Context: an optimization exercise on an open-source flow, tuned for small area. The choices shown serve that exercise and are no tape-out recipe.
At most, simulation tests tie the RTL to the original design; equivalence was not proved.
Only the layout flow was run in runs 2 and 8; the RTL was not checked for function there.
The flow treats the clock pin as an ideal source, which a real chip does not have.
Power figures rest on the tool's default switching activity, not on a simulated workload.

[flow/run.sh]
#!/bin/bash
# synth_recipe.tcl (not shown) runs the flow's synth.tcl, then flattens the netlist and writes it again
# the make line also repeats each setting of config.mk as NAME=value (left out here)
make -C /OpenROAD-flow-scripts/flow DESIGN_CONFIG=/design/flow/config.mk WORK_HOME=/design/flow/orfs CLKGATE_MAP_FILE= SYNTH_SCRIPT=/design/flow/synth_recipe.tcl finish
[flow/config.mk]
export PLATFORM = sky130hd
export DESIGN_NAME = RS_232_top
export DESIGN_NICKNAME = RS_232_top
export VERILOG_FILES = /design/flow/design.v
export SDC_FILE = /design/flow/constraint.sdc
export NUM_CORES = 4
export LEC_CHECK = 0
export CAP_MARGIN = 20
export CORE_MARGIN = 2
export CORE_UTILIZATION = 40
export PLACE_DENSITY = 0.6
export SLEW_MARGIN = 20
[flow/constraint.sdc]
create_clock -name core_clock -period 10.0 [get_ports {clk_i}]
set_input_delay 2.0000 -clock core_clock [delete_from_list [all_inputs] [get_ports {clk_i}]]
set_output_delay 2.0000 -clock core_clock [all_outputs]
set_load 0.01 [all_outputs]
[flow/design.v]
`timescale 1ns / 1ps
module Receiver(
    input clk_i,
    input rst_i,
    input RXD_i,
    output [7:0] data,
    output state
    );
    reg [7:0] data_buff;
    reg state_buff;
    reg transmission;
    parameter baud = 9600;
    localparam integer cycle_time = 100000000/baud;
    integer counter;
    always @(posedge clk_i or posedge rst_i)
        begin
            if(rst_i) 
                begin
                    counter = 0;
                    data_buff <= 8'b00000000;
                    transmission = 0;
                    state_buff <= 0;
                end
            else 
                begin
                    if(RXD_i == 0 && transmission == 0)
                        transmission = 1;  
                    else if(transmission == 1)
                        begin
                            if(counter == cycle_time*3/2)
                                data_buff[0] <= RXD_i;
                            else if (counter == cycle_time*5/2)
                                data_buff[1] <= RXD_i;
                            else if (counter == cycle_time*7/2)
                                data_buff[2] <= RXD_i;
                            else if (counter == cycle_time*9/2)
                                data_buff[3] <= RXD_i;
                            else if (counter == cycle_time*11/2)
                                data_buff[4] <= RXD_i;
                            else if (counter == cycle_time*13/2)
                                data_buff[5] <= RXD_i;
                            else if (counter == cycle_time*15/2)
                                data_buff[6] <= RXD_i;
                            else if (counter == cycle_time*17/2)
                                data_buff[7] <= RXD_i;            
                            else if (counter > cycle_time*17/2 && RXD_i == 1)
                                begin
                                    state_buff <= !state_buff;
                                    counter = 0;
                                    transmission = 0;
                                end
                            counter = counter + 1;
                        end
                end
        end
    assign data = data_buff;
    assign state = state_buff;
endmodule
`timescale 1ns / 1ps
module Transceiver(
    input clk_i,
    input rst_i, 
    output reg TXD_o, 
    input state, 
    input [7:0] data
    );
    reg transmission;
    reg [7:0] data_buff;
    reg new_state;
    parameter baud = 9600;
    integer counter;
    localparam integer cycle_time = 100000000/baud;
    always @(posedge clk_i or posedge rst_i)
        begin
            if(rst_i)
               begin
                   transmission = 0;
                   TXD_o <= 1;
                   counter = 0;
                   new_state = 0;
               end
            else
                begin
                    if(state!=new_state)
                        begin
                            new_state=state;
                            transmission = 1;
                        end
                    else if (transmission == 1)
                        begin
                            if(counter < cycle_time)
                                begin
                                    TXD_o <= 0;
                                  data_buff = data + 32;
                                end
                            else if (counter == cycle_time)
                                TXD_o <= data_buff[0];
                            else if (counter == cycle_time * 2)
                                TXD_o <= data_buff[1];
                            else if (counter == cycle_time * 3)
                                TXD_o <= data_buff[2];
                            else if (counter == cycle_time * 4)
                                TXD_o <= data_buff[3];
                            else if (counter == cycle_time * 5)
                                TXD_o <= data_buff[4];
                            else if (counter == cycle_time * 6)
                                TXD_o <= data_buff[5];
                            else if (counter == cycle_time * 7)
                                TXD_o <= data_buff[6];
                            else if (counter == cycle_time * 8)
                                TXD_o <= data_buff[7];
                            else if (counter > cycle_time * 9)
                                begin
                                    TXD_o <= 1;
                                    transmission = 0;
                                    counter = 0;
                                end	
                            counter = counter +1;			
                        end
                end
        end
endmodule
`timescale 1ns / 1ps
module RS_232_top(
    input clk_i, 
    input rst_i, 
    input RXD_i, 
    output TXD_o
    );
    wire state;
    wire [7:0] data;
    Receiver odbiornik(.clk_i(clk_i), .rst_i(rst_i), .RXD_i(RXD_i), .data(data), .state(state));
    Transceiver nadajnik(.clk_i(clk_i), .rst_i(rst_i), .TXD_o(TXD_o), .data(data), .state(state));
endmodule
==> reports/metrics.yaml, run 1 <==
route.detailed.drc: 0
synthMuxAreaShare_pct: 3.95
skew_ps: 8.18
startpoint_type: "flop"
critPathRequiredTime_ps: 10240
ant_nets: 0
syn_area_mm2: 0.00514
grt_max_degree: 77
dieArea_mm2: 0.0138
ys_seq_area_share_pct: 42.2
clkLatencyLatePin_ps: 350
async_flop_share_pct: 90.6
post_cts_buffers: 0
end_kind: "flop"
power_density_mw_per_mm2: 227
netlist-cell-type-count: 59
finalCritPeriodShare_pct: 49.3
synth.top_cell.area_share_pct: 37.0
hold_path_depth: 0
drv_cap: 0
yosysMostFrequentCell: "dfrtp_1"
io_pins: 4
leakage_nw: 2.27
cts_buffers: 9
drt_pass1_iterations: 5
cp_max_fo: 18
antenna_found_initial: 0
fmax_mhz: 203
die_w_um: 117
n_antenna_cell: 0
grtUsageTotal_pct: 18.1
setup_viol: 0
synth_ff_type: "dfrtp_1"
vias: 4358
ir_drop_mv: 0.119
synth_xor_area_share_pct: 1.36
cts_tree: "yes"
via_per_inst: 5.87
rsz0062_at_grt: "false"
yosysTopAreaCell: "dfrtp_1"
io_buffer_count: 3
dpl_cell_area_mm2: 0.00522
synth_compound_area_share_pct: 16.8
hold_buffers: 0
synthCells: 588
drive_above_1_share_pct: 6.84
totalWireLength_um: 12100
synth_top_family_by_area: "simple AND/OR/NAND/NOR gates"
fp.coreArea_mm2: 0.0126
fin_tns_setup_ps: 0
cts_root_buffer: "clkbuf_16"
grt_pass1_wl_um: 20600
worstMarginPinSlew_ps: 838
place_hpwl_um: 7980
synth_fa_ha_area_share_pct: 0.731
nFillCells: 1198
cp.arrival_ps: 5170
drt_iter0_drc: 350
row_count: 41
r2r.worst_path.cells: 14
cts.clk_slew.worst_paths_ps: 70
htree_levels: 3
wl_per_cell_um: 16.2
maxSlewViolCount: 0
cts_sinks: 85
ys_ff_latch: 85
synth_common_cells: "dfrtp_1, nand2_1, o21ai_0, nor2_1, a21oi_1"
path_class: "reg2reg"
hp-class: "reg2reg"
period_needed_ps: 4930
synth_edf_count: 8
area_growth_pct: 8.84
synth_simple_gate_area_share_pct: 29.7
die-height_um: 117
final_net_count: 571
grt_pass1_vias: 4139
cts_resized: 0
status: "timing/DRC/antenna clean"
design_area_mm2: 0.00559
clockBufferDepth: 2
initial_core_util_pct: 40.9
hold-worst-slack_ps: 444
syn_area_per_cell_um2: 8.73
max_slew_margin_pct: 43.6
synth_fp_nets: 594
gp_congestion: 0.885
ys_warn_count: 2
timing_hold_violations_final: 0
overflow: 0
synth_area_leaders: "dfrtp_1, edfxtp_1, nand2_1"
stdcell_count: 742
place_inst: 726
-- sequential cells by signal, summed over array words and instances (netlist names) --
| name | cells |
|---|---|
| nadajnik.data_buff | 8 |
| nadajnik.new_state | 1 |
| odbiornik.data_buff | 8 |
| odbiornik.transmission | 1 |
| odbiornik.counter | 32 |
| nadajnik.TXD_o | 1 |
| nadajnik.counter | 32 |
| odbiornik.state_buff | 1 |
| nadajnik.transmission | 1 |
-- critical path: stages (launching register included) --
cell     delay (ps)
dfrtp_1         420
nor4_1          610
nand2_1         120
o41ai_1         390
o21ai_1         290
nand2_1         610
and2_1          220
ha_1            220
nand3_1         220
or4_4           590
nor3b_4         360
and2_1          260
nand4_1         140
a21o_1          200
a22o_1          170
-- final timing paths --
kind / from / end / slack, ps
max: nadajnik.counter[0]$_DFFE_PP0P_ / nadajnik.counter[24]$_DFFE_PP0P_ / 5070
min: odbiornik.state_buff$_DFFE_PP0P_ / nadajnik.new_state$_DFFE_PP0P_ / 440
max reg2reg: nadajnik.counter[0]$_DFFE_PP0P_ / nadajnik.counter[24]$_DFFE_PP0P_ / 5070
min reg2reg: odbiornik.state_buff$_DFFE_PP0P_ / nadajnik.new_state$_DFFE_PP0P_ / 440
max in group asynchronous: rst_i / odbiornik.counter[25]$_DFFE_PP0P_ / 7280
min in group asynchronous: rst_i / nadajnik.TXD_o$_DFFE_PP1P_ / 2030
-- per-layer routing --
| layer | wire [um] | global-route usage (%) | vias to the layer above | share of wire (%) |
|---|---|---|---|---|
| met5 | 0 | 0 | - | 0 |
| met4 | 290 | 7.38 | 0 | 2.4 |
| met3 | 490 | 3.55 | 27 | 4.1 |
| met2 | 5750 | 29.3 | 111 | 48 |
| met1 | 5520 | 23.8 | 2108 | 46 |
| li1 | - | - | 2112 | - |
-- placed cells by master, fill, tap and decap left out, drive strengths merged, types with 6 or more instances in the layout --
cell	count
nand2	64
nand4	15
nor4	17
nand3	31
a21o	10
mux2i	9
clkbuf	9
nor4b	7
edfxtp	8
nor3b	10
and4	7
and3	21
and2	15
a22o	9
nor3	19
inv	18
a21oi	32
nand3b	6
mux2	10
o21ai	48
dfrtp	76
nor2	37
nor2b	11
-- through the flow --
| stage | worst slack, ps | total power, mW | util, % |
|---|---|---|---|
| 2_1_floorplan | 5450 | 0.768 | - |
| 3_3_place_gp | 4960 | 0.851 | 41.5 |
| 3_5_place_dp | 4790 | 0.861 | 41.5 |
| 4_1_cts | 5130 | 1.27 | 44.4 |
| 5_1_grt | 4740 | 1.35 | 44.5 |
| 6_report | 5070 | 1.27 | 44.5 |
-- report_power, final --
part	internal [mW]	total [mW]	switching (mW)	leakage, nW
combinational	0.123	0.363	0.240	1.01
clock	0.268	0.409	0.140	0.175
sequential	0.405	0.496	0.0906	1.09
-- logic make-up after synthesis --
logic type / after synthesis
compound gates: 136
xor+xnor: 8
fa+ha+maj: 3
buf+inv: 61
flops: 85
mux: 19
simple gates: 276
-- layout make-up --
cell class              count  area [um^2]  share of cell area (%)
clock buffers               9          225                    4.03
multi-input cells         442         2710                    48.4
well taps                 172          215                    3.85
flip-flops and latches     85         2170                    38.8
inverters                  20         76.3                    1.37
clock inverters             7          136                    2.44
repair buffers              7         63.8                    1.14
==> run 2: changes to the inputs <==
==> flow/design.v (replaced) <==
`timescale 1ns / 1ps
module Receiver(
    input clk_i,
    input rst_i,
    input RXD_i,
    output [7:0] data,
    output state
    );
    reg [7:0] data_buff;
    reg busy;
    reg [12:0] t;
    reg [4:0] h;
    wire wrap = (t & 13'd5207) == 13'd5207;
    wire h16 = h[4] & ~h[1] & ~h[0];
    wire run = busy & ~h16;
    always @(posedge clk_i or posedge rst_i)
        if (rst_i) begin
            busy <= 1'b0;
            t <= 13'd5207;
            h <= 5'd30;
        end else begin
            if (run) begin
                t <= (t + 13'd1) & ~(wrap ? 13'd5208 : 13'd0);
                h <= h + {4'd0, wrap};
            end
            if (!busy) begin
                busy <= ~RXD_i;
                if (h16)
                    h <= 5'd31;
            end else if (h16 && RXD_i)
                busy <= 1'b0;
        end
    always @(posedge clk_i)
        if (wrap && h[0] && !h[4])
            data_buff[h[3:1]] <= RXD_i;
    assign data = data_buff;
    assign state = ~busy & h16;
endmodule
`timescale 1ns / 1ps
module Transceiver(
    input clk_i,
    input rst_i,
    output reg TXD_o,
    input state,
    input [7:0] data
    );
    reg busy;
    reg [12:0] t;
    reg [4:0] h;
    reg c;
    wire wrap = (t & 13'd5207) == 13'd5207;
    wire run = busy & ~state;
    wire [2:0] j = h[3:1];
    wire ev = wrap & ~h[0] & ~h[4];
    wire fin = h[4] & ~h[1] & h[0];
    wire j5 = j == 3'd5;
    wire x = j5 | (c & j[2] & j[1]);
    wire d = data[j];
    always @(posedge clk_i or posedge rst_i)
        if (rst_i) begin
            busy <= 1'b0;
            TXD_o <= 1'b1;
            t <= 13'd5207;
            h <= 5'd30;
        end else begin
            if (state)
                busy <= 1'b1;
            else if (busy) begin
                if (fin) begin
                    busy <= 1'b0;
                    TXD_o <= 1'b1;
                    h <= 5'd31;
                end else begin
                    t <= (t + 13'd1) & ~(wrap ? 13'd5208 : 13'd0);
                    h <= h + {4'd0, wrap};
                    if (h[4] & h[1])
                        TXD_o <= 1'b0;
                    else if (ev)
                        TXD_o <= d ^ x;
                end
            end
        end
    always @(posedge clk_i)
        if (run && ev)
            c <= d & (c | j5);
endmodule
`timescale 1ns / 1ps
module RS_232_top(
    input clk_i, 
    input rst_i, 
    input RXD_i, 
    output TXD_o
    );
    wire state;
    wire [7:0] data;
    Receiver odbiornik(.clk_i(clk_i), .rst_i(rst_i), .RXD_i(RXD_i), .data(data), .state(state));
    Transceiver nadajnik(.clk_i(clk_i), .rst_i(rst_i), .TXD_o(TXD_o), .data(data), .state(state));
endmodule
==> run 2 against run 1 <==
First-iteration DRC count down 76%. Fmax up 46%. Highest routed layer unchanged. Non-clock buffer count is 3 lower. Sequential share of layout area grew 7.6 points. Global-route usage shrank 4.2 points. Power down 74%. Clock power decreased by about 70%. Design area decreased by 51%. Critical path depth fell by 13. Critical endpoint is now TXD_o. Sequential power is about 60% lower. Die area fell by 49%. Register-to-register slack better by 2700 ps.
==> reports/metrics.yaml, run 2 <==
synth.top_cell.area_share_pct: 23.6
route.detailed.drc: 0
dieArea_mm2: 0.00706
power_frac_clock_pct: 37.3
synth_edf_count: 9
fp.coreArea_mm2: 0.00628
cts_tree: "yes"
p_int_mw: 0.257
seq_area_mm2: 0.00127
cts_resized: 0
rsz0062_at_grt: "false"
final_net_count: 265
cp_max_fo: 3
crit_buf_inv: 1
pwr-share-seq_pct: 61.3
synth_area_leaders: "dfstp_2, dfrtp_1, edfxtp_1"
wl_per_cell_um: 13.4
ys_ff_latch: 48
netlist-cell-type-count: 39
grt_max_degree: 40
critPathTopFamily: "flip-flops"
end_kind: "output port"
place_hpwl_um: 3140
startpoint_type: "flop"
clockBufferDepth: 2
overflow: 0
power.switching_mw: 0.0678
grt_pass1_wl_um: 7910
max_slew_margin_pct: 49.7
grtUsageTotal_pct: 13.8
area_growth_pct: 7.48
total_power_mw: 0.324
ys_seq_area_share_pct: 49.8
cts.clk_slew.worst_paths_ps: 90
drive_above_1_share_pct: 17.1
setup_viol: 0
antenna_found_initial: 0
async_flop_share_pct: 81.3
maxSlewViolCount: 0
ant_nets: 0
syn_area_mm2: 0.00256
hold-worst-slack_ps: 470
die_w_um: 84
row_count: 29
cts_sinks: 48
n_antenna_cell: 0
leakage_nw: 1.04
skew_ps: 10.8
totalWireLength_um: 4420
ys_warn_count: 2
io_buffer_count: 3
worstMarginPinSlew_ps: 753
cts_root_buffer: "clkbuf_8"
status: "timing/DRC/antenna clean"
cpPeakStageDelay_ps: 550
syn_area_per_cell_um2: 10.3
grt_pass1_vias: 1679
io_pins: 4
switching_share_pct: 20.9
fmax_mhz: 297
post_cts_buffers: 0
yosysTopAreaCell: "dfstp_2"
synth_common_cells: "nand2_1, dfstp_2, o21ai_0, dfrtp_1, nor2_1"
crit_chain: "clkdlybuf4s50_1"
path_class: "reg2out"
drt_pass1_iterations: 4
multi_input_area_mm2: 0.00120
cp.arrival_ps: 1370
initial_core_util_pct: 40.8
htree_levels: 2
nFillCells: 605
die-height_um: 84
layout_common_cells: "nand2_1, dfstp_2, o21ai_0, dfrtp_1, nor2_1"
critPathRequiredTime_ps: 8000
synthCells: 249
fin_tns_setup_ps: 0
vias: 1772
synth_fp_nets: 263
drv_cap: 0
via_per_inst: 5.39
finalCritPeriodShare_pct: 33.7
clkLatencyLatePin_ps: 300
drt_iter0_drc: 85
power_density_mw_per_mm2: 118
hp-class: "reg2reg"
final_common_cell: "nand2_1"
synth_ff_type: "dfstp_2"
combPwrFrac_pct: 1.4
cts_buffers: 5
yosysMostFrequentCell: "nand2_1"
gp_congestion: 0.726
slowest_stage: "dfstp_2"
ir_drop_mv: 0.0557
period_needed_ps: 3370
hold_buffers: 0
timing_hold_violations_final: 0
==> run 2: cell types whose count changed after synthesis, moves of 22 or more <==
cell,change
o21ai_0,-27
nor2_1,-22
dfrtp_1,-60
dfstp_2,+22
clkbuf_1,-22
nand2_1,-39
==> run 2: layout make-up <==
| cell class | count | area share, % |
|---|---|---|
| Sequential cell | 48 | 46.3 |
| Multi-Input combinational cell | 179 | 43.6 |
| Tap cell | 77 | 3.50 |
| Clock inverter | 2 | 0.455 |
| Clock buffer | 6 | 3.00 |
| Timing Repair Buffer | 4 | 1.36 |
| Inverter | 13 | 1.77 |
==> run 2: stage by stage <==
| step | setup slack (ps) | utilization, % | area [um^2] | instances |
|---|---|---|---|---|
| after floorplan | 7150 | - | 2560 | 249 |
| after global placement | 6920 | 42.3 | 2660 | 321 |
| after detailed placement | 6900 | 42.3 | 2660 | 321 |
| after CTS | 6610 | 43.8 | 2750 | 329 |
| after global routing | 6600 | 43.8 | 2750 | 329 |
| final | 6630 | 43.8 | 2750 | 329 |
==> run 2: path summary, 6_finish.rpt <==
path	slack, ps	depth (start not counted)	from	end
max	6630	1	nadajnik.TXD_o$_DFFE_PP1P_	TXD_o
min	470	2	odbiornik.t[12]$_DFFE_PP1N_	odbiornik.t[12]$_DFFE_PP1N_
max reg2reg	7790	5	odbiornik.h[1]$_DFF_PP1_	odbiornik.data_buff[4]$_DFFE_PP_
min reg2reg	470	2	odbiornik.t[12]$_DFFE_PP1N_	odbiornik.t[12]$_DFFE_PP1N_
max in group asynchronous	7530	3	rst_i	odbiornik.t[1]$_DFFE_PP1N_
min in group asynchronous	2090	3	rst_i	odbiornik.t[8]$_DFFE_PP0N_
==> run 2: routing by layer <==
metal	share of wire [%]	track usage [%]	up-vias
met5	0	0	-
met2	48	21.1	19
li1	-	-	885
met3	2.2	3.26	2
met4	0.70	4.84	0
met1	49	19.3	866
==> run 2: cell families (layout without fill, tap and decap cells) <==
logic type | after synthesis | after routing | share of synthesized area (%)
mux | 12 | 12 | 6.06
buf+inv | 22 | 25 | 3.37
simple gates | 96 | 96 | 19.4
flops | 48 | 48 | 49.8
compound gates | 39 | 39 | 8.85
xor+xnor | 21 | 21 | 7.18
fa+ha+maj | 11 | 11 | 5.38
==> run 2: power groups by stage <==
stage                     clock network, mW  logic [mW]  registers (mW)
after floorplan                           0     0.00243           0.203
after CTS                             0.128     0.00482           0.199
final                                 0.121     0.00449           0.199
after detailed placement                  0     0.00481           0.203
after global placement                    0     0.00480           0.203
after global routing                  0.135     0.00530           0.199
==> run 3: changes to the inputs <==
==> flow/design.v (replaced) <==
`timescale 1ns / 1ps
module Receiver(
    input clk_i,
    input rst_i,
    input RXD_i,
    output [7:0] data,
    output state
    );
    reg [7:0] data_buff;
    reg busy;
    reg first;
    reg [12:0] t;
    reg [4:0] h;
    wire w = t[1] & t[2] & t[3] & ~t[4] & t[5] & ~t[7] & ~t[8] & ~t[9] & t[10] & t[11] & t[12];
    wire h16 = h[4] & ~h[0];
    wire run = busy & ~first & ~h16;
    wire g = run & ~w;
    always @(posedge clk_i or posedge rst_i)
        if (rst_i) begin
            busy <= 1'b0;
            first <= 1'b1;
        end else begin
            if (!busy)
                busy <= ~RXD_i;
            else if (h16 && RXD_i)
                busy <= 1'b0;
            if (busy)
                first <= 1'b0;
        end
    always @(posedge clk_i) begin
        t <= g ? {~t[11:0], t[3] ^ t[12]} : 13'h1fff;
        h <= busy ? h + {4'd0, run & w} : 5'd31;
        if (run && w && h[0] && !h[4])
            data_buff[h[3:1]] <= RXD_i;
    end
    assign data = data_buff;
    assign state = ~busy & h16;
endmodule
`timescale 1ns / 1ps
module Transceiver(
    input clk_i,
    input rst_i,
    output reg TXD_o,
    input state,
    input [7:0] data
    );
    reg busy;
    reg first;
    reg [12:0] t;
    reg [4:0] h;
    reg c;
    wire w = t[1] & t[2] & t[3] & ~t[4] & t[5] & ~t[7] & ~t[8] & ~t[9] & t[10] & t[11] & t[12];
    wire h17 = h[4] & ~h[1] & h[0];
    wire fin = busy & h17 & ~c & ~state;
    wire run = busy & ~first & ~fin;
    wire g = run & ~w;
    wire [2:0] j = h[3:1];
    wire ev = run & w & ~h[0] & ~h[4];
    wire j5 = j == 3'd5;
    wire x = j5 | (c & j[2] & j[1]);
    wire d = data[j];
    always @(posedge clk_i or posedge rst_i)
        if (rst_i) begin
            busy <= 1'b0;
            first <= 1'b1;
            TXD_o <= 1'b1;
        end else begin
            if (state)
                busy <= 1'b1;
            else if (fin)
                busy <= 1'b0;
            if (busy)
                first <= 1'b0;
            if (fin)
                TXD_o <= 1'b1;
            else if (busy & h[4] & h[1])
                TXD_o <= 1'b0;
            else if (ev)
                TXD_o <= d ^ x;
        end
    always @(posedge clk_i) begin
        t <= g ? {~t[11:0], t[3] ^ t[12]} : 13'h1fff;
        h <= busy ? h + {4'd0, run & w} : 5'd31;
        if (ev)
            c <= d & (j5 | (c & j == 3'd6));
        else if (busy & state & ~h17)
            c <= 1'b1;
        else if (busy & h17 & ~state)
            c <= 1'b0;
    end
endmodule
`timescale 1ns / 1ps
module RS_232_top(
    input clk_i, 
    input rst_i, 
    input RXD_i, 
    output TXD_o
    );
    wire state;
    wire [7:0] data;
    Receiver odbiornik(.clk_i(clk_i), .rst_i(rst_i), .RXD_i(RXD_i), .data(data), .state(state));
    Transceiver nadajnik(.clk_i(clk_i), .rst_i(rst_i), .TXD_o(TXD_o), .data(data), .state(state));
endmodule
--- a/flow/config.mk
+++ b/flow/config.mk
@@ -6,4 +6,5 @@
 export NUM_CORES = 4
 export LEC_CHECK = 0
+export ABC_AREA = 1
 export CAP_MARGIN = 20
 export CORE_MARGIN = 2
==> run 3 against run 2 <==
Still clean. Via count decreased by 15%. Non-clock buffer count is 1 lower. First-iteration DRC count increased by 52%. Register-to-register slack got worse by 240 ps. Core utilization is 0.46 points higher. Synthesized area decreased by 18%. Fmax up 0.39%. Setup slack better by 13 ps. Routed wire length is 21% lower. Largest cell class unchanged.
==> reports/metrics.yaml, run 3 <==
wl_per_cell_um: 11.6
hold_buffers: 0
drive_above_1_share_pct: 9.91
rsz0062_at_grt: "false"
r2r_setup_slack_ps: 7550
vias: 1503
power_density_mw_per_mm2: 237
final_common_cell: "dfxtp_1"
cpPeakStageDelay_ps: 530
crit_chain: "clkdlybuf4s50_1"
cts_sinks: 50
critPathTopFamily: "flip-flops"
grtUsageTotal_pct: 13.1
timing_hold_violations_final: 0
end_kind: "output port"
maxSlewViolCount: 0
grt_pass1_wl_um: 6330
async_flop_share_pct: 10.0
drv_cap: 0
stdcell_count: 302
path_class: "reg2out"
grt_use_met3_pct: 2.49
syn_area_per_cell_um2: 9.20
synth.top_cell.area_share_pct: 34.2
dpl_cell_area_mm2: 0.00217
die-height_um: 76.6
grt_pass1_vias: 1439
fmax_mhz: 298
yosysMostFrequentCell: "dfxtp_1"
ys_ff_latch: 50
design_area_mm2: 0.00226
final_net_count: 242
area_growth_pct: 7.43
syn_area_mm2: 0.00211
setup_viol: 0
hold_start: "odbiornik.t[0]$_SDFF_PN1_"
synth_common_cells: "dfxtp_1, nand3_1, nand2_1, inv_1, nand4_1"
io_buffer_count: 3
finalCritPeriodShare_pct: 33.5
drt_iter0_drc: 129
clockBufferDepth: 2
fin_tns_setup_ps: 0
overflow: 0
max_slew_margin_pct: 50.7
grt.busiest_layer: "met2"
hold_path_depth: 1
r2r-start: "odbiornik.t[7]$_SDFF_PN1_"
initial_core_util_pct: 41.2
hp-class: "reg2reg"
route.detailed.drc: 0
row_count: 26
hold_path_end: "odbiornik.t[1]$_SDFF_PN1_"
cts_tree: "yes"
synthCells: 229
ir_drop_mv: 0.135
clkLatencyLatePin_ps: 300
die_w_um: 76.6
post_cts_buffers: 0
startpoint_type: "flop"
synth_edf_count: 9
synth_ff_type: "dfxtp_1"
gp_congestion: 0.710
grt_max_degree: 15
slowest_stage: "dfstp_2"
cp.arrival_ps: 1350
timing.rr.end: "odbiornik.data_buff[3]$_DFFE_PP_"
place_inst: 294
io_pins: 4
synth_fp_nets: 240
critPathRequiredTime_ps: 8000
ant_nets: 0
met1_usage_pct: 16.9
synth_area_leaders: "dfxtp_1, edfxtp_1, nand3_1"
leakage_nw: 0.990
dieArea_mm2: 0.00586
worstMarginPinSlew_ps: 737
cts_resized: 0
antenna_found_initial: 0
cts_buffers: 5
netlist-cell-type-count: 31
r2r.worst_path.cells: 6
cts.clk_slew.worst_paths_ps: 80
cp_max_fo: 2
drt_pass1_iterations: 4
skew_ps: 7.44
crit_buf_inv: 1
place_hpwl_um: 2470
cts_root_buffer: "clkbuf_8"
ys_warn_count: 2
n_antenna_cell: 0
layout_common_cells: "dfxtp_1, nand3_1, nand2_1, inv_1, nand4_1"
period_needed_ps: 3350
ys_seq_area_share_pct: 53.2
grt_use_met2_pct: 21.4
nFillCells: 511
htree_levels: 2
via_per_inst: 4.98
status: "timing/DRC/antenna clean"
fp.coreArea_mm2: 0.00511
totalWireLength_um: 3510
yosysTopAreaCell: "dfxtp_1"
[run 3: changes by cell type after synthesis, sizes merged, moves of 11 or more]
cell   previous run  this run
inv              13        29
xnor2            14         3
dfstp            23         3
dfxtp             0        36
dfrtp            16         2
nand3            14        32
[run 3: cell families (layout without fill, tap and decap cells)]
kind of cell	Yosys count	in the layout	synth area share, %
and+or+nand+nor	101	101	24.9
xor gates and xnor gates	4	4	2.02
adders and majority gates	8	8	4.75
AOI/OAI and AO/OA	28	28	6.95
DFF	50	50	53.2
buffers and inverters	38	41	8.20
[run 3: routing by layer]
layer,vias to the layer above,share of wire (%)
li1,787,-
met3,7,2.6
met5,-,0
met2,20,47
met1,689,48
met4,0,2.0
[run 3: worst reg2reg max path: cells and delay by family (launching register included)]
kind          cells  cell delay (ps)
flops             1              330
buf+inv           1               70
fa+ha+maj         1              250
simple gates      4             1460
[run 3: final cells by class]
| type | count | area (um^2) | share of cell area [%] |
|---|---|---|---|
| flip-flops and latches | 50 | 1120 | 49.5 |
| well taps | 70 | 87.6 | 3.87 |
| clock inverters | 1 | 5.00 | 0.221 |
| inverters | 30 | 120 | 5.31 |
| clock buffers | 7 | 86.3 | 3.82 |
| repair buffers | 3 | 30.0 | 1.33 |
| multi-input cells | 141 | 813 | 36.0 |
[run 3: per-stage QoR]
stage	worst slack [ps]	utilization (%)	power [mW]	hold WS (ps)
2_1_floorplan	7440	-	0.399	367
3_3_place_gp	6780	42.5	0.422	373
3_5_place_dp	6730	42.5	0.423	378
4_1_cts	6640	44.3	0.543	399
5_1_grt	6610	44.3	0.575	404
6_report	6650	44.3	0.537	393
[run 3: worst max path at each step]
stage,startpoint,depth (start not counted),slack (ps),endpoint
floorplan,RXD_i,4,7440,odbiornik.data_buff[6]$_DFFE_PP_
global placement,RXD_i,5,6780,odbiornik.data_buff[6]$_DFFE_PP_
detailed placement,RXD_i,5,6730,odbiornik.data_buff[6]$_DFFE_PP_
CTS,nadajnik.TXD_o$_DFFE_PP1P_,1,6640,TXD_o
global route,nadajnik.TXD_o$_DFFE_PP1P_,1,6610,TXD_o
finish,nadajnik.TXD_o$_DFFE_PP1P_,1,6650,TXD_o
[run 3: report_power, final]
group	switching, mW	leakage [nW]	internal, mW
Sequential	0.0410	0.431	0.269
Clock	0.0616	0.0482	0.0558
Combinational	0.0595	0.511	0.0497
==> run 4: changes to the inputs <==
--- a/flow/config.mk
+++ b/flow/config.mk
@@ -6,5 +6,4 @@
 export NUM_CORES = 4
 export LEC_CHECK = 0
-export ABC_AREA = 1
 export CAP_MARGIN = 20
 export CORE_MARGIN = 2
==> run 4 against run 3 <==
Still clean. Synthesized cell count down 14%. Core utilization grew 0.15 points. Die area decreased by 1.4%. Combinational power decreased by 9%. Critical path depth unchanged. Count of clock-buffer cells in the layout increased by 1. Largest cell class unchanged.
==> reports/metrics.yaml, run 4 <==
grt_pass1_wl_um: 5430
grt_pass1_vias: 1231
crit_buf_inv: 1
ir_drop_mv: 0.0982
io_pins: 4
dieArea_mm2: 0.00578
rsz0062_at_grt: "false"
yosysTopAreaCell: "dfxtp_1"
hold_path_depth: 1
cp_max_fo: 2
ys_warn_count: 2
via_per_inst: 4.83
row_count: 26
clkLatencyLatePin_ps: 300
timing.rr.end: "odbiornik.data_buff[4]$_DFFE_PP_"
worstMarginPinSlew_ps: 678
ys_seq_area_share_pct: 54.0
synth_edf_count: 9
cts_buffers: 5
cts.clk_slew.worst_paths_ps: 90
synth_common_cells: "nand2_1, dfxtp_1, edfxtp_1, nand3_1, o21ai_0"
fin_tns_setup_ps: 0
die_w_um: 76.0
ant_nets: 0
hold_buffers: 0
setup_viol: 0
wl_per_cell_um: 11.8
grt_max_degree: 16
r2r-start: "odbiornik.t[4]$_SDFF_PN1_"
cp.depth: 1
r2r.worst_path.cells: 5
critPathTopFamily: "flip-flops"
slowest_stage: "dfstp_2"
syn_area_per_cell_um2: 10.5
drv_cap: 0
hp-class: "reg2reg"
finalCritPeriodShare_pct: 33.6
synth.top_cell.area_share_pct: 34.7
maxSlewViolCount: 0
end_kind: "output port"
vias: 1304
post_cts_buffers: 0
max_slew_margin_pct: 54.7
path_class: "reg2out"
period_needed_ps: 3360
ys_ff_latch: 50
async_flop_share_pct: 10.0
overflow: 0
cts_resized: 0
hold_path_end: "nadajnik.t[7]$_SDFF_PN1_"
initial_core_util_pct: 41.1
totalWireLength_um: 3200
layout_common_cells: "nand2_1, dfxtp_1, nand3_1, o21ai_0, edfxtp_1"
skew_ps: 7.28
antenna_found_initial: 0
cts_root_buffer: "clkbuf_8"
cp.arrival_ps: 1360
r2r_setup_slack_ps: 7730
cts_sinks: 50
timing_hold_violations_final: 0
gp_congestion: 0.697
place_hpwl_um: 2310
drive_above_1_share_pct: 11.0
yosysMostFrequentCell: "nand2_1"
fp.coreArea_mm2: 0.00504
synth_area_leaders: "dfxtp_1, edfxtp_1, nand2_1"
drt_iter0_drc: 49
startpoint_type: "flop"
io_buffer_count: 3
hold-worst-slack_ps: 369
status: "timing/DRC/antenna clean"
area_growth_pct: 8.02
cpPeakStageDelay_ps: 540
critPathRequiredTime_ps: 8000
drt_pass1_iterations: 4
n_antenna_cell: 0
netlist-cell-type-count: 41
synth_fp_nets: 208
final_common_cell: "nand2_1"
fmax_mhz: 298
htree_levels: 2
cts_tree: "yes"
syn_area_mm2: 0.00207
hold_start: "nadajnik.t[6]$_SDFF_PN1_"
grtUsageTotal_pct: 12.0
clockBufferDepth: 2
power_density_mw_per_mm2: 245
leakage_nw: 0.922
nFillCells: 482
die-height_um: 76.0
route.detailed.drc: 0
synth_ff_type: "dfxtp_1"
synthCells: 197
crit_chain: "clkdlybuf4s50_1"
final_net_count: 210
## run 4: changes by cell type after synthesis, moves of 4 or more
cell     previous run  this run
a21oi_1             5         1
nand4_1            17         3
nand2_1            27        47
xor2_1              0         4
o21ai_0            15         9
nand3_1            30         9
nor2_2              4         0
inv_1              26         5
buf_2               6         2
mux2_2              0         6
o21ai_1             5         0
## run 4: worst max-delay path by stage
stage,start,endpoint,slack [ps]
floorplan,nadajnik.TXD_o$_DFFE_PP1P_,TXD_o,7470
global placement,RXD_i,odbiornik.data_buff[2]$_DFFE_PP_,6910
finish,nadajnik.TXD_o$_DFFE_PP1P_,TXD_o,6640
global route,nadajnik.TXD_o$_DFFE_PP1P_,TXD_o,6620
detailed placement,RXD_i,odbiornik.data_buff[2]$_DFFE_PP_,6910
CTS,nadajnik.TXD_o$_DFFE_PP1P_,TXD_o,6630
## run 4: layout make-up
| type | instances | area, um^2 | share of cell area (%) |
|---|---|---|---|
| Inverter | 5 | 18.8 | 0.838 |
| Multi-Input combinational cell | 134 | 873 | 39.0 |
| Timing Repair Buffer | 3 | 30.0 | 1.34 |
| Tap cell | 70 | 87.6 | 3.91 |
| Clock buffer | 8 | 111 | 4.97 |
| Sequential cell | 50 | 1120 | 50.0 |
## run 4: logic make-up after synthesis
| kind of cell | after synthesis | synth area share, % |
|---|---|---|
| fa+ha+maj | 8 | 4.83 |
| flops | 50 | 54.0 |
| compound gates | 18 | 6.33 |
| simple gates | 89 | 22.0 |
| mux | 9 | 4.70 |
| xor+xnor | 10 | 4.22 |
| buf+inv | 13 | 3.92 |
## run 4: per-stage QoR
stage | area, um^2 | setup slack, ps | instances | total power [mW] | utilization (%)
after floorplan | 2070 | 7470 | 197 | 0.399 | -
after global placement | 2130 | 6910 | 262 | 0.416 | 42.2
after detailed placement | 2130 | 6910 | 262 | 0.420 | 42.2
after CTS | 2240 | 6630 | 270 | 0.557 | 44.4
after global routing | 2240 | 6620 | 270 | 0.584 | 44.4
final | 2240 | 6640 | 270 | 0.550 | 44.4
## run 4: power by group
part / switching (mW) / internal, mW / total [mW]
combinational: 0.0521 / 0.0477 / 0.0997
clock: 0.0648 / 0.0716 / 0.136
sequential: 0.0449 / 0.269 / 0.313
total: 0.162 / 0.388 / 0.550
## run 4: metal layers
layer	GRT usage [%]	wire (um)
met1	15.8	1640
met2	17.8	1430
met3	3.20	62
met4	7.09	65
met5	0	0
==> run 5: changes to the inputs <==
--- a/flow/config.mk
+++ b/flow/config.mk
@@ -6,4 +6,5 @@
 export NUM_CORES = 4
 export LEC_CHECK = 0
+export ABC_CLOCK_PERIOD_IN_PS = 10000
 export CAP_MARGIN = 20
 export CORE_MARGIN = 2
==> run 5 against run 4 <==
Final cell count is the same. Design area did not move. Clock skew unchanged. Highest routed layer unchanged. Largest cell class unchanged. Synthesized area unchanged. Non-clock buffer count stayed put. Still clean. Die area did not move.
==> reports/metrics.yaml, run 5 <==
grtUsageTotal_pct: 12.0
ys_ff_latch: 50
hold_buffers: 0
cp_max_fo: 2
grt_pass1_vias: 1231
syn_area_per_cell_um2: 10.5
io_buffer_count: 3
cts_resized: 0
gp_congestion: 0.697
initial_core_util_pct: 41.1
synth.top_cell.area_share_pct: 34.7
design_area_mm2: 0.00224
synth_fp_nets: 208
slowest_stage: "dfstp_2"
crit_buf_inv: 1
fp.coreArea_mm2: 0.00504
hp-class: "reg2reg"
yosysMostFrequentCell: "nand2_1"
netlist-cell-type-count: 41
drive_above_1_share_pct: 11.0
place_inst: 262
power_density_mw_per_mm2: 245
startpoint_type: "flop"
vias: 1304
antenna_found_initial: 0
p_int_mw: 0.388
cts_tree: "yes"
layout_common_cells: "nand2_1, dfxtp_1, nand3_1, o21ai_0, edfxtp_1"
yosysTopAreaCell: "dfxtp_1"
cts.clk_slew.worst_paths_ps: 90
via_per_inst: 4.83
grt_max_degree: 16
crit_chain: "clkdlybuf4s50_1"
die-height_um: 76.0
hold-worst-slack_ps: 369
ys_warn_count: 2
cts_sinks: 50
synth_ff_type: "dfxtp_1"
final_net_count: 210
period_needed_ps: 3360
leakage_nw: 0.922
synthCells: 197
cp.arrival_ps: 1360
skew_ps: 7.28
maxSlewViolCount: 0
overflow: 0
rsz0062_at_grt: "false"
cts_buffers: 5
combPwrFrac_pct: 18.1
htree_levels: 2
timing_hold_violations_final: 0
totalWireLength_um: 3200
ys_seq_area_share_pct: 54.0
stdcell_count: 270
drt_iter0_drc: 49
row_count: 26
dieArea_mm2: 0.00578
setup_viol: 0
switching_share_pct: 29.4
finalCritPeriodShare_pct: 33.6
synth_area_leaders: "dfxtp_1, edfxtp_1, nand2_1"
r2r_setup_slack_ps: 7730
cts_root_buffer: "clkbuf_8"
total_power_mw: 0.550
path_class: "reg2out"
place_hpwl_um: 2310
grt_pass1_wl_um: 5430
die_w_um: 76.0
route.detailed.drc: 0
fin_tns_setup_ps: 0
nFillCells: 482
power_frac_clock_pct: 24.8
wl_per_cell_um: 11.8
finalCoreUtilization_pct: 44.4
status: "timing/DRC/antenna clean"
ir_drop_mv: 0.0982
io_pins: 4
synth_common_cells: "nand2_1, dfxtp_1, edfxtp_1, nand3_1, o21ai_0"
async_flop_share_pct: 10.0
worstMarginPinSlew_ps: 678
area_growth_pct: 8.02
pwr-share-seq_pct: 57.0
clkLatencyLatePin_ps: 300
n_antenna_cell: 0
drt_pass1_iterations: 4
pre_cts_slack_ps: 6910
critPathTopFamily: "flip-flops"
critPathRequiredTime_ps: 8000
power.switching_mw: 0.162
ant_nets: 0
clockBufferDepth: 2
setup_slack_ps: 6640
post_cts_buffers: 0
drv_cap: 0
syn_area_mm2: 0.00207
final_common_cell: "nand2_1"
cpPeakStageDelay_ps: 540
fmax_mhz: 298
synth_edf_count: 9
end_kind: "output port"
dpl_cell_area_mm2: 0.00213
max_slew_margin_pct: 54.7
-- run 5: worst paths after layout --
| check | start | to | depth (start not counted) |
|---|---|---|---|
| min in group asynchronous | rst_i | nadajnik.busy$_DFFE_PP0P_ | 2 |
| min reg2reg | nadajnik.t[6]$_SDFF_PN1_ | nadajnik.t[7]$_SDFF_PN1_ | 1 |
| max reg2reg | odbiornik.t[4]$_SDFF_PN1_ | odbiornik.data_buff[4]$_DFFE_PP_ | 5 |
| max | nadajnik.TXD_o$_DFFE_PP1P_ | TXD_o | 1 |
| min | nadajnik.t[6]$_SDFF_PN1_ | nadajnik.t[7]$_SDFF_PN1_ | 1 |
| max in group asynchronous | rst_i | nadajnik.TXD_o$_DFFE_PP1P_ | 2 |
-- run 5: power by group through the flow --
stage / Clock, mW / Sequential [mW] / Combinational (mW)
global placement: 0 / 0.317 / 0.0988
floorplan: 0 / 0.300 / 0.0996
CTS: 0.140 / 0.314 / 0.103
global route: 0.147 / 0.322 / 0.115
finish: 0.136 / 0.313 / 0.0997
detailed placement: 0 / 0.318 / 0.102
-- run 5: cells by family (layout without fill, tap and decap cells) --
group | count (synthesis) | count (layout) | share of synthesized area, %
AOI/OAI and AO/OA | 18 | 18 | 6.33
xor gates and xnor gates | 10 | 10 | 4.22
adders and majority gates | 8 | 8 | 4.83
buffers and inverters | 13 | 16 | 3.92
DFF | 50 | 50 | 54.0
muxes | 9 | 9 | 4.70
and+or+nand+nor | 89 | 89 | 22.0
-- run 5: cell type report --
type / instances / area, um^2 / area share (%)
Sequential cell: 50 / 1120 / 50.0
Multi-Input combinational cell: 134 / 873 / 39.0
Inverter: 5 / 18.8 / 0.838
Timing Repair Buffer: 3 / 30.0 / 1.34
Tap cell: 70 / 87.6 / 3.91
Clock buffer: 8 / 111 / 4.97
-- run 5: layer usage --
metal | wire length, um | global-route usage (%) | vias up
met3 | 62 | 3.20 | 5
li1 | - | - | 671
met2 | 1430 | 17.8 | 5
met4 | 65 | 7.09 | 0
met5 | 0 | 0 | -
met1 | 1640 | 15.8 | 623
==> run 6: changes to the inputs <==
--- a/flow/design.v
+++ b/flow/design.v
@@ -10,10 +10,11 @@
     reg busy;
     reg first;
-    reg [12:0] t;
     reg [4:0] h;
-    wire w = t[1] & t[2] & t[3] & ~t[4] & t[5] & ~t[7] & ~t[8] & ~t[9] & t[10] & t[11] & t[12];
+    wire w;
     wire h16 = h[4] & ~h[0];
     wire run = busy & ~first & ~h16;
-    wire g = run & ~w;
+    wire e = run & w;
+    wire we = e & h[0] & ~h[4];
+    HalfBit timer(.clk_i(clk_i), .run(run), .w(w));
     always @(posedge clk_i or posedge rst_i)
         if (rst_i) begin
@@ -28,12 +29,24 @@
                 first <= 1'b0;
         end
+    integer i;
     always @(posedge clk_i) begin
-        t <= g ? {~t[11:0], t[3] ^ t[12]} : 13'h1fff;
-        h <= busy ? h + {4'd0, run & w} : 5'd31;
-        if (run && w && h[0] && !h[4])
-            data_buff[h[3:1]] <= RXD_i;
+        h <= busy ? h + {4'd0, e} : 5'd31;
+        for (i = 0; i < 8; i = i + 1)
+            if (we && h[3:1] == i)
+                data_buff[i] <= RXD_i;
     end
     assign data = data_buff;
     assign state = ~busy & h16;
+endmodule
+module HalfBit(
+    input clk_i,
+    input run,
+    output w
+    );
+    reg [12:0] t;
+    assign w = t[1] & t[2] & t[3] & ~t[4] & t[5] & ~t[7] & ~t[8] & ~t[9] & t[10] & t[11] & t[12];
+    wire g = run & ~w;
+    always @(posedge clk_i)
+        t <= g ? {~t[11:0], t[3] ^ t[12]} : 13'h1fff;
 endmodule
 `timescale 1ns / 1ps
@@ -47,12 +60,10 @@
     reg busy;
     reg first;
-    reg [12:0] t;
     reg [4:0] h;
     reg c;
-    wire w = t[1] & t[2] & t[3] & ~t[4] & t[5] & ~t[7] & ~t[8] & ~t[9] & t[10] & t[11] & t[12];
+    wire w;
     wire h17 = h[4] & ~h[1] & h[0];
     wire fin = busy & h17 & ~c & ~state;
     wire run = busy & ~first & ~fin;
-    wire g = run & ~w;
     wire [2:0] j = h[3:1];
     wire ev = run & w & ~h[0] & ~h[4];
@@ -60,4 +71,5 @@
     wire x = j5 | (c & j[2] & j[1]);
     wire d = data[j];
+    HalfBit timer(.clk_i(clk_i), .run(run), .w(w));
     always @(posedge clk_i or posedge rst_i)
         if (rst_i) begin
@@ -80,5 +92,4 @@
         end
     always @(posedge clk_i) begin
-        t <= g ? {~t[11:0], t[3] ^ t[12]} : 13'h1fff;
         h <= busy ? h + {4'd0, run & w} : 5'd31;
         if (ev)
--- a/flow/config.mk
+++ b/flow/config.mk
@@ -6,5 +6,4 @@
 export NUM_CORES = 4
 export LEC_CHECK = 0
-export ABC_CLOCK_PERIOD_IN_PS = 10000
 export CAP_MARGIN = 20
 export CORE_MARGIN = 2
==> run 6 against run 5 <==
Still clean. Core utilization is 2.2 points higher. Synthesized cell count is 16% lower. Global-route usage is 0.26 points higher. Critical path depth stayed put. Flip-flop and latch count stayed put. Setup slack worse by 14 ps. Hold slack better by 1.3 ps. Non-clock buffer count stayed put. Critical endpoint unchanged. Highest routed layer unchanged.
==> reports/metrics.yaml, run 6 <==
status: "timing/DRC/antenna clean"
path_class: "reg2out"
p_int_mw: 0.392
drv_cap: 0
dieArea_mm2: 0.00522
async_flop_share_pct: 10.0
setup_viol: 0
grt_pass1_vias: 1100
critPathTopFamily: "flip-flops"
clkLatencyLatePin_ps: 300
synth.top_cell.area_share_pct: 38.7
place_hpwl_um: 1970
leakage_nw: 0.825
via_per_inst: 5.00
grtUsageTotal_pct: 12.3
grt_max_degree: 17
overflow: 0
wl_per_cell_um: 12.1
r2r.worst_path.cells: 6
cts.clk_slew.worst_paths_ps: 90
timing_hold_violations_final: 0
io_pins: 4
combPwrFrac_pct: 13.3
hold_buffers: 0
nFillCells: 403
cts_sinks: 50
slowest_stage: "dfstp_2"
cts_tree: "yes"
die_w_um: 72.2
cts_buffers: 5
clockBufferDepth: 2
setup_slack_ps: 6630
end_kind: "output port"
syn_area_per_cell_um2: 11.3
area_growth_pct: 10.5
n_antenna_cell: 0
initial_core_util_pct: 42.2
critPathRequiredTime_ps: 8000
synth_ff_type: "dfxtp_1"
drive_above_1_share_pct: 10.0
synth_area_leaders: "dfxtp_1, edfxtp_1, nand2_1"
gp_congestion: 0.742
fmax_mhz: 297
yosysTopAreaCell: "dfxtp_1"
fin_tns_setup_ps: 0
finalCritPeriodShare_pct: 33.7
drt_iter0_drc: 61
pwr-share-seq_pct: 57.8
totalWireLength_um: 2690
maxSlewViolCount: 0
ys_ff_latch: 50
grt_pass1_wl_um: 4890
final_common_cell: "nand2_1"
synthCells: 165
final_net_count: 177
netlist-cell-type-count: 38
ant_nets: 0
syn_area_mm2: 0.00186
cp_max_fo: 2
cts_root_buffer: "clkbuf_8"
crit_chain: "clkdlybuf4s50_1"
hp-class: "reg2reg"
fp.coreArea_mm2: 0.00441
cts_resized: 0
hold-worst-slack_ps: 370
skew_ps: 13.5
vias: 1109
max_slew_margin_pct: 37.2
rsz0062_at_grt: "false"
synth_fp_nets: 173
power_density_mw_per_mm2: 260
power_frac_clock_pct: 29.0
antenna_found_initial: 0
post_cts_buffers: 0
yosysMostFrequentCell: "nand2_1"
layout_common_cells: "nand2_1, dfxtp_1, edfxtp_1"
startpoint_type: "flop"
synth_edf_count: 9
synth_common_cells: "nand2_1, dfxtp_1, edfxtp_1"
finalCoreUtilization_pct: 46.6
power.switching_mw: 0.143
die-height_um: 72.2
pre_cts_slack_ps: 6960
route.detailed.drc: 0
ir_drop_mv: 0.114
cpPeakStageDelay_ps: 540
period_needed_ps: 3370
crit_buf_inv: 1
cp.arrival_ps: 1370
htree_levels: 2
io_buffer_count: 3
total_power_mw: 0.535
switching_share_pct: 26.7
cp.depth: 1
drt_pass1_iterations: 4
ys_warn_count: 3
worstMarginPinSlew_ps: 940
hold_path_depth: 1
row_count: 24
ys_seq_area_share_pct: 60.1
-- run 6: changes by cell type after synthesis, sizes merged, moves of 3 or more --
cell	delta
ha	-3
mux2	-5
o21ai	-5
nor3	+4
buf	-3
nand2	-10
nand3	-3
-- run 6: cell families after synthesis --
group / count (synthesis) / synth area share [%]
AO/OA/AOI/OAI: 9 / 4.03
XOR/XNOR: 10 / 4.70
adder cells (fa/ha/maj): 5 / 3.36
buffers and inverters: 11 / 2.76
flip-flops: 50 / 60.1
multiplexers: 4 / 4.64
AND/OR/NAND/NOR: 76 / 20.4
-- run 6: power groups by stage --
stage               registers [mW]  clock network (mW)  logic, mW
CTS                          0.310               0.160     0.0732
global placement             0.312                   0     0.0690
finish                       0.309               0.155     0.0710
global route                 0.319               0.169     0.0849
floorplan                    0.298                   0     0.0662
detailed placement           0.314                   0     0.0720
-- run 6: metrics by stage --
| stage | std cells | instance area (um^2) |
|---|---|---|
| after global routing | 222 | 2060 |
| after detailed placement | 214 | 1920 |
| after CTS | 222 | 2060 |
| after global placement | 214 | 1920 |
| final | 222 | 2060 |
| after floorplan | 165 | 1860 |
-- run 6: per-layer routing --
layer	routed length [um]	part of all wire, %	track usage [%]	vias to the layer above
met1	1260	47	15.2	521
met2	1270	47	19.0	12
met5	0	0	0	-
li1	-	-	-	571
met3	103	3.8	4.72	5
met4	56	2.1	5.66	0
-- run 6: worst paths after layout --
check	start	end	slack (ps)
setup reg to reg	odbiornik.busy$_DFF_PP0_	odbiornik.data_buff[0]$_DFFE_PP_	7590
min in group asynchronous	rst_i	odbiornik.busy$_DFF_PP0_	1900
setup / recovery	nadajnik.TXD_o$_DFFE_PP1P_	TXD_o	6630
hold reg to reg	nadajnik.timer.t[0]$_SDFF_PN1_	nadajnik.timer.t[1]$_SDFF_PN1_	370
hold / removal	nadajnik.timer.t[0]$_SDFF_PN1_	nadajnik.timer.t[1]$_SDFF_PN1_	370
max in group asynchronous	rst_i	nadajnik.TXD_o$_DFFE_PP1P_	7870
-- run 6: area by class of cell --
cell class | instances | area [um^2] | area share [%]
repair buffers | 3 | 30.0 | 1.46
flip-flops and latches | 50 | 1120 | 54.4
well taps | 52 | 65.1 | 3.16
multi-input cells | 104 | 691 | 33.6
clock buffers | 6 | 93.8 | 4.56
clock inverters | 2 | 38.8 | 1.89
inverters | 5 | 18.8 | 0.912
==> run 7: changes to the inputs <==
==> flow/flow/run.sh (new file) <==
#!/bin/bash
# Own layout flow: the standard flow (standard.sh, all ORFS steps) with
#  - an area-oriented ABC script for the combinational logic (the registers
#    come out of synthesis exactly as in the standard synthesis),
#  - buf_1 cells as the port buffers,
#  - a clock tree without dummy loads, built from small clock buffers.
# make's output goes to flow.log; each ORFS step keeps its own log under
# orfs/logs/.
set -euo pipefail
here=$(pwd)
rm -rf "$here/scripts"
cp -r "$FLOW_HOME/scripts" "$here/scripts"
cp "$here/flow/abc_area.script" "$here/scripts/abc_area.script"
bash "$here/standard.sh" SCRIPTS_DIR="$here/scripts" ABC_AREA=1 \
  BUFFER_PORTS_ARGS="-buffer_cell sky130_fd_sc_hd__buf_1" \
  CTS_ARGS="-sink_clustering_enable -repair_clock_nets -dont_use_dummy_load -buf_list sky130_fd_sc_hd__clkbuf_8" \
  finish > "$here/flow.log" 2>&1
==> flow/flow/abc_area.script (new file) <==
&get -n
&st
&dch -f
&nf -R 1000
&put
topo
==> flow/standard.sh (new file) <==
#!/bin/bash
# synth_recipe.tcl (not shown) runs the flow's synth.tcl, then flattens the netlist and writes it again
# the make line also repeats each setting of config.mk as NAME=value (left out here)
make -C /OpenROAD-flow-scripts/flow DESIGN_CONFIG=/design/flow/config.mk WORK_HOME=/design/flow/orfs CLKGATE_MAP_FILE= SYNTH_SCRIPT=/design/flow/synth_recipe.tcl "${@:-finish}"
removed: flow/run.sh
==> run 7 against run 6 <==
First-iteration DRC count is 11% higher. Synthesized area fell by 4.9%. Synthesized cell count decreased by 2.4%. Design area shrank 6.5%. Sequential share of layout area grew 3.8 points. Power decreased by 8.8%. Non-clock buffer count increased by 1. Register-to-register slack lost 150 ps. Sequential power barely moved. Die area shrank 4.6%. Count of clock-buffer cells in the layout fell by 1. Fmax increased by 13%. Largest cell class unchanged.
==> reports/metrics.yaml, run 7 <==
syn_area_per_cell_um2: 11.0
stdcell_count: 222
crit_chain: "buf_1"
final_common_cell: "nand2_1"
vias: 1096
finalCritPeriodShare_pct: 29.9
rsz0062_at_grt: "false"
synthCells: 161
drv_cap: 0
netlist-cell-type-count: 28
cts_resized: 0
pre_cts_slack_ps: 7340
period_needed_ps: 2990
hp-class: "reg2reg"
die-height_um: 70.5
final_net_count: 180
totalWireLength_um: 2680
drt_pass1_iterations: 4
syn_area_mm2: 0.00177
status: "timing/DRC/antenna clean"
post_cts_buffers: 0
p_int_mw: 0.348
skew_ps: 22.9
finalCoreUtilization_pct: 44.8
cp_max_fo: 2
overflow: 0
grtUsageTotal_pct: 12.5
drive_above_1_share_pct: 6.47
antenna_found_initial: 0
hold_buffers: 0
cts_tree: "yes"
synth_ff_type: "dfxtp_1"
grt_max_degree: 17
r2r-start: "odbiornik.timer.t[4]$_SDFF_PN1_"
ir_drop_mv: 0.132
fmax_mhz: 334
yosysTopAreaCell: "dfxtp_1"
synth_area_leaders: "dfxtp_1, edfxtp_1, nand2_1"
via_per_inst: 4.94
cts_sinks: 50
n_antenna_cell: 0
power.switching_mw: 0.140
synth_fp_nets: 169
ys_warn_count: 3
cp-endpoint: "TXD_o"
wl_per_cell_um: 12.1
critPathTopFamily: "flip-flops"
layout_common_cells: "nand2_1, dfxtp_1, nor2_1, edfxtp_1"
slowest_stage: "dfstp_2"
cts_root_buffer: "clkbuf_8"
worstMarginPinSlew_ps: 672
grt_pass1_vias: 1100
die_w_um: 70.5
initial_core_util_pct: 41.2
cpPeakStageDelay_ps: 550
route.detailed.drc: 0
synth_edf_count: 9
pwr-share-seq_pct: 63.4
combPwrFrac_pct: 15.9
cts_buffers: 5
place_inst: 217
drt_iter0_drc: 68
critPathRequiredTime_ps: 8000
cp.depth: 1
fp.coreArea_mm2: 0.00429
timing.rr.end: "odbiornik.data_buff[3]$_DFFE_PP_"
synthMuxAreaShare_pct: 3.11
synth.top_cell.area_share_pct: 40.7
end_kind: "output port"
leakage_nw: 0.755
gp_congestion: 0.754
place_hpwl_um: 1990
crit_buf_inv: 1
synth_compound_area_share_pct: 2.83
htree_levels: 2
yosysMostFrequentCell: "nand2_1"
synth_fa_ha_area_share_pct: 3.53
startpoint_type: "flop"
nFillCells: 423
synth_common_cells: "nand2_1, dfxtp_1, edfxtp_1, nor2_1"
crit_path_start: "nadajnik.TXD_o$_DFFE_PP1P_"
area_growth_pct: 8.62
io_buffer_count: 3
ant_nets: 0
dieArea_mm2: 0.00497
io_pins: 4
ys_ff_latch: 50
timing_hold_violations_final: 0
clkLatencyLatePin_ps: 300
max_slew_margin_pct: 55.0
seq_area_mm2: 0.00112
synth_xor_area_share_pct: 3.46
ys_seq_area_share_pct: 63.3
maxSlewViolCount: 0
fin_tns_setup_ps: 0
async_flop_share_pct: 10.0
power_frac_clock_pct: 20.7
cp.arrival_ps: 990
setup_slack_ps: 7010
synth_simple_gate_area_share_pct: 23.2
clockBufferDepth: 2
switching_share_pct: 28.6
r2r_setup_slack_ps: 7440
r2r.worst_path.cells: 7
power_density_mw_per_mm2: 254
cts.clk_slew.worst_paths_ps: 100
setup_viol: 0
synth_top_family_by_area: "simple AND/OR/NAND/NOR gates"
row_count: 24
grt_pass1_wl_um: 4800
multi_input_area_um2: 639
path_class: "reg2out"
==> run 7: changes by cell type in the layout (fill, tap and decap cells not counted), moves of 3 or more <==
cell	before	now
nand2b_1	5	8
inv_1	5	0
clkinv_1	0	3
clkdlybuf4s50_1	3	0
buf_1	0	3
nor2_1	6	9
==> run 7: metal layers <==
layer	GRT usage, %	part of all wire (%)	up-vias
met5	0	0	-
met4	6.92	1.6	0
met3	3.85	2.5	4
met2	19.9	49	10
met1	15.3	47	518
li1	-	-	564
==> run 7: how the worst min path moves through the flow <==
stage	end	cells past startpoint	slack (ps)	from
floorplan	nadajnik.timer.t[1]$_SDFF_PN1_	1	340	nadajnik.timer.t[0]$_SDFF_PN1_
global placement	nadajnik.timer.t[1]$_SDFF_PN1_	1	350	nadajnik.timer.t[0]$_SDFF_PN1_
detailed placement	nadajnik.timer.t[7]$_SDFF_PN1_	1	350	nadajnik.timer.t[6]$_SDFF_PN1_
CTS	nadajnik.timer.t[7]$_SDFF_PN1_	1	360	nadajnik.timer.t[6]$_SDFF_PN1_
global route	odbiornik.timer.t[7]$_SDFF_PN1_	1	390	odbiornik.timer.t[6]$_SDFF_PN1_
finish	nadajnik.timer.t[7]$_SDFF_PN1_	1	350	nadajnik.timer.t[6]$_SDFF_PN1_
==> run 7: cells by family (layout without fill, tap and decap cells) <==
family	count (synthesis)	after routing
AOI/OAI and AO/OA	9	9
xor gates and xnor gates	7	7
adders and majority gates	5	5
buffers and inverters	3	12
DFF	50	50
muxes	3	3
and+or+nand+nor	84	84
==> run 7: worst register-to-register path, delay by kind of cell, from the launching register on <==
family,cells,cell delay (ps)
adders and majority gates,1,260
and+or+nand+nor,6,1710
DFF,1,310
==> run 7: stage by stage <==
step | hold slack, ps | instance area [um^2] | total power [mW]
after CTS | 355 | 1920 | 0.495
after detailed placement | 352 | 1850 | 0.394
after floorplan | 343 | 1770 | 0.363
after global placement | 348 | 1850 | 0.386
after global routing | 386 | 1920 | 0.529
final | 347 | 1920 | 0.488
==> run 7: power groups by stage <==
stage,sequential [mW],clock (mW),combinational (mW)
after floorplan,0.301,0,0.0621
after global placement,0.311,0,0.0750
after detailed placement,0.314,0,0.0798
after CTS,0.310,0.104,0.0805
after global routing,0.319,0.116,0.0936
final,0.309,0.101,0.0777
==> run 7: layout make-up <==
| type | count | area share (%) |
|---|---|---|
| Tap cell | 52 | 3.38 |
| Clock buffer | 5 | 3.58 |
| Multi-Input combinational cell | 108 | 33.2 |
| Timing Repair Buffer | 4 | 0.976 |
| Inverter | 3 | 0.586 |
| Sequential cell | 50 | 58.2 |
==> run 8: changes to the inputs <==
--- a/flow/design.v
+++ b/flow/design.v
@@ -16,4 +16,10 @@
     wire e = run & w;
     wire we = e & h[0] & ~h[4];
+    wire hc0 = e;
+    wire hc1 = hc0 & h[0];
+    wire hc2 = hc1 & h[1];
+    wire hc3 = hc2 & h[2];
+    wire hc4 = hc3 & h[3];
+    wire [4:0] hc = {hc4, hc3, hc2, hc1, hc0};
     HalfBit timer(.clk_i(clk_i), .run(run), .w(w));
     always @(posedge clk_i or posedge rst_i)
@@ -31,5 +37,5 @@
     integer i;
     always @(posedge clk_i) begin
-        h <= busy ? h + {4'd0, e} : 5'd31;
+        h <= busy ? h ^ hc : 5'd31;
         for (i = 0; i < 8; i = i + 1)
             if (we && h[3:1] == i)
@@ -71,4 +77,10 @@
     wire x = j5 | (c & j[2] & j[1]);
     wire d = data[j];
+    wire hc0 = run & w;
+    wire hc1 = hc0 & h[0];
+    wire hc2 = hc1 & h[1];
+    wire hc3 = hc2 & h[2];
+    wire hc4 = hc3 & h[3];
+    wire [4:0] hc = {hc4, hc3, hc2, hc1, hc0};
     HalfBit timer(.clk_i(clk_i), .run(run), .w(w));
     always @(posedge clk_i or posedge rst_i)
@@ -92,5 +104,5 @@
         end
     always @(posedge clk_i) begin
-        h <= busy ? h + {4'd0, run & w} : 5'd31;
+        h <= busy ? h ^ hc : 5'd31;
         if (ev)
             c <= d & (j5 | (c & j == 3'd6));
--- a/flow/flow/run.sh
+++ b/flow/flow/run.sh
@@ -4,5 +4,6 @@
 #    come out of synthesis exactly as in the standard synthesis),
 #  - buf_1 cells as the port buffers,
-#  - a clock tree without dummy loads, built from small clock buffers.
+#  - a clock tree of clkbuf_4 without dummy loads, where cts_fix.tcl sizes up
+#    the buffers whose clock pins would see too high a slew.
 # make's output goes to flow.log; each ORFS step keeps its own log under
 # orfs/logs/.
@@ -14,4 +15,5 @@
 bash "$here/standard.sh" SCRIPTS_DIR="$here/scripts" ABC_AREA=1 \
   BUFFER_PORTS_ARGS="-buffer_cell sky130_fd_sc_hd__buf_1" \
-  CTS_ARGS="-sink_clustering_enable -repair_clock_nets -dont_use_dummy_load -buf_list sky130_fd_sc_hd__clkbuf_8" \
+  CTS_ARGS="-sink_clustering_enable -repair_clock_nets -dont_use_dummy_load -buf_list sky130_fd_sc_hd__clkbuf_4" \
+  POST_CTS_TCL="$here/flow/cts_fix.tcl" \
   finish > "$here/flow.log" 2>&1
==> flow/flow/cts_fix.tcl (new file) <==
estimate_parasitics -placement
foreach inst [get_cells clkbuf_*] {
  set out [get_pins -of_objects $inst -filter "direction==output"]
  set worst 0
  foreach p [get_pins -of_objects [get_nets -of_objects $out] -filter "direction==input"] {
    set s [get_property $p slew_max]
    if { $s > $worst } { set worst $s }
  }
  set ref [get_property $inst ref_name]
  if { $worst > 0.110 } {
    if { $ref == "sky130_fd_sc_hd__clkbuf_4" } {
      puts "cts_fix: [get_full_name $inst] $ref -> clkbuf_8 (slew $worst)"
      replace_cell $inst sky130_fd_sc_hd__clkbuf_8
    } elseif { $ref == "sky130_fd_sc_hd__clkbuf_8" } {
      puts "cts_fix: [get_full_name $inst] $ref -> clkbuf_16 (slew $worst)"
      replace_cell $inst sky130_fd_sc_hd__clkbuf_16
    }
  }
}
detailed_placement
estimate_parasitics -placement
repair_timing -hold -hold_margin 0
detailed_placement
check_placement -verbose
==> run 8 against run 7 <==
Synthesized area down 0.21%. Sequential power about the same. Flip-flop and latch count unchanged.
==> reports/metrics.yaml, run 8 <==
synth_ff_type: "dfxtp_1"
ys_seq_area_share_pct: 63.4
max_slew_margin_pct: 50.5
synthCells: 156
timing_hold_violations_final: 0
syn_area_per_cell_um2: 11.3
power_density_mw_per_mm2: 246
yosysMostFrequentCell: "dfxtp_1"
synth_top_family_by_area: "simple AND/OR/NAND/NOR gates"
drt_pass1_iterations: 4
synth.top_cell.area_share_pct: 40.8
n_antenna_cell: 0
critPathTopFamily: "flip-flops"
dpl_cell_area_mm2: 0.00185
ys_ff_latch: 50
ys_warn_count: 3
critPathRequiredTime_ps: 8000
fmax_mhz: 331
die-height_um: 70.5
fp.coreArea_mm2: 0.00429
power_frac_clock_pct: 19.2
grt_use_met2_pct: 16.6
crit_buf_inv: 1
final_net_count: 179
initial_core_util_pct: 41.1
cts_sinks: 50
final_common_cell: "dfxtp_1"
synth_area_leaders: "dfxtp_1, edfxtp_1, nand2_1"
totalWireLength_um: 2330
io_buffer_count: 3
gp_congestion: 0.759
synth_xor_area_share_pct: 1.98
design_area_mm2: 0.00191
dieArea_mm2: 0.00496
p_int_mw: 0.337
grt.busiest_layer: "met2"
antenna_found_initial: 0
worstMarginPinSlew_ps: 741
grt_pass1_wl_um: 4230
row_count: 24
met1_usage_pct: 13.4
synth_edf_count: 9
io_pins: 4
startpoint_type: "flop"
synth_compound_area_share_pct: 2.83
overflow: 0
finalCritPeriodShare_pct: 30.2
cpPeakStageDelay_ps: 540
combPwrFrac_pct: 15.7
path_class: "reg2out"
cts.clk_slew.worst_paths_ps: 90
drive_above_1_share_pct: 6.67
grt_max_degree: 18
synth_simple_gate_area_share_pct: 21.9
cp.arrival_ps: 1020
place_inst: 212
period_needed_ps: 3020
cp_max_fo: 2
grt_use_met3_pct: 4.33
fin_tns_setup_ps: 0
slowest_stage: "dfstp_2"
wl_per_cell_um: 10.7
cts_tree: "yes"
via_per_inst: 4.84
ir_drop_mv: 0.117
syn_area_mm2: 0.00177
place_hpwl_um: 1730
netlist-cell-type-count: 26
status: "timing/DRC/antenna clean"
synth_common_cells: "dfxtp_1, nand2_1, nand2b_1"
skew_ps: 18.7
leakage_nw: 0.767
drt_iter0_drc: 44
r2r_setup_slack_ps: 7500
grt_pass1_vias: 1011
synthMuxAreaShare_pct: 3.12
rsz0062_at_grt: "false"
yosysTopAreaCell: "dfxtp_1"
clkLatencyLatePin_ps: 340
die_w_um: 70.5
stdcell_count: 217
synth_fa_ha_area_share_pct: 6.37
total_power_mw: 0.470
crit_chain: "buf_1"
end_kind: "output port"
area_growth_pct: 7.93
pwr-share-seq_pct: 65.1
route.detailed.drc: 0
setup_viol: 0
layout_common_cells: "dfxtp_1, nand2_1, nand2b_1"
synth_fp_nets: 168
switching_share_pct: 28.3
async_flop_share_pct: 10.0
hp-class: "reg2reg"
ant_nets: 0
power.switching_mw: 0.133
maxSlewViolCount: 0
finalCoreUtilization_pct: 44.4
vias: 1051
grtUsageTotal_pct: 10.9
drv_cap: 0
[run 8: cell count changes in the layout (fill, tap and decap cells not counted), sizes merged]
| cell | previous run | this run |
|---|---|---|
| nand3 | 8 | 4 |
| or4b | 2 | 1 |
| xor2 | 2 | 0 |
| xnor2 | 5 | 4 |
| nand2b | 8 | 12 |
| ha | 5 | 9 |
| or2 | 1 | 0 |
| nand2 | 38 | 35 |
| nand3b | 3 | 2 |
| nor2b | 2 | 3 |
| clkinv | 3 | 2 |
[run 8: kinds of logic after synthesis]
kind of cell	after synthesis
buf+inv	2
compound gates	9
xor+xnor	4
simple gates	79
fa+ha+maj	9
flops	50
mux	3
[run 8: cell type report]
| class | count | area, um^2 |
|---|---|---|
| fillers | 401 | 2390 |
| flip-flops and latches | 50 | 1120 |
| multi-input cells | 104 | 639 |
| well taps | 52 | 65.1 |
| clock buffers | 5 | 56.3 |
| repair buffers | 4 | 18.8 |
| inverters | 2 | 7.51 |
[run 8: layer usage]
layer	wire length, um	vias to the layer above
met5	0	-
met4	55	0
met3	80	7
met2	1070	7
met1	1120	486
li1	-	551
[run 8: power by group through the flow]
stage	Clock, mW	Sequential [mW]	Combinational (mW)
final	0.0901	0.306	0.0740
after global routing	0.104	0.314	0.0882
after global placement	0	0.308	0.0722
after detailed placement	0	0.310	0.0755
after floorplan	0	0.299	0.0596
[run 8: metrics by stage]
stage	setup WS, ps	hold WS (ps)
floorplan	7470	343
global placement	7350	348
detailed placement	7350	353
global route	6920	379
finish	6980	368
[run 8: worst paths after layout]
kind                                                startpoint                         endpoint  cells past startpoint
worst min register to register  nadajnik.timer.t[9]$_SDFF_PN1_  nadajnik.timer.t[10]$_SDFF_PN1_                      1
worst max register to register        nadajnik.h[1]$_SDFF_PN1_         nadajnik.h[4]$_SDFF_PN1_                     11
min in group asynchronous                                rst_i        nadajnik.busy$_DFFE_PP0P_                      2
max in group asynchronous                                rst_i       nadajnik.TXD_o$_DFFE_PP1P_                      2
worst min-delay path            nadajnik.timer.t[9]$_SDFF_PN1_  nadajnik.timer.t[10]$_SDFF_PN1_                      1
worst max-delay path                nadajnik.TXD_o$_DFFE_PP1P_                            TXD_o                      1

Check on run 8: ideal ports give 6.981 ns setup slack; a clkbuf_16 on the clock port and buf_2 on the inputs give 6.957 ns; moving port delays by the midpoint clock arrival (0.352 ns) as well gives 7.309 ns.
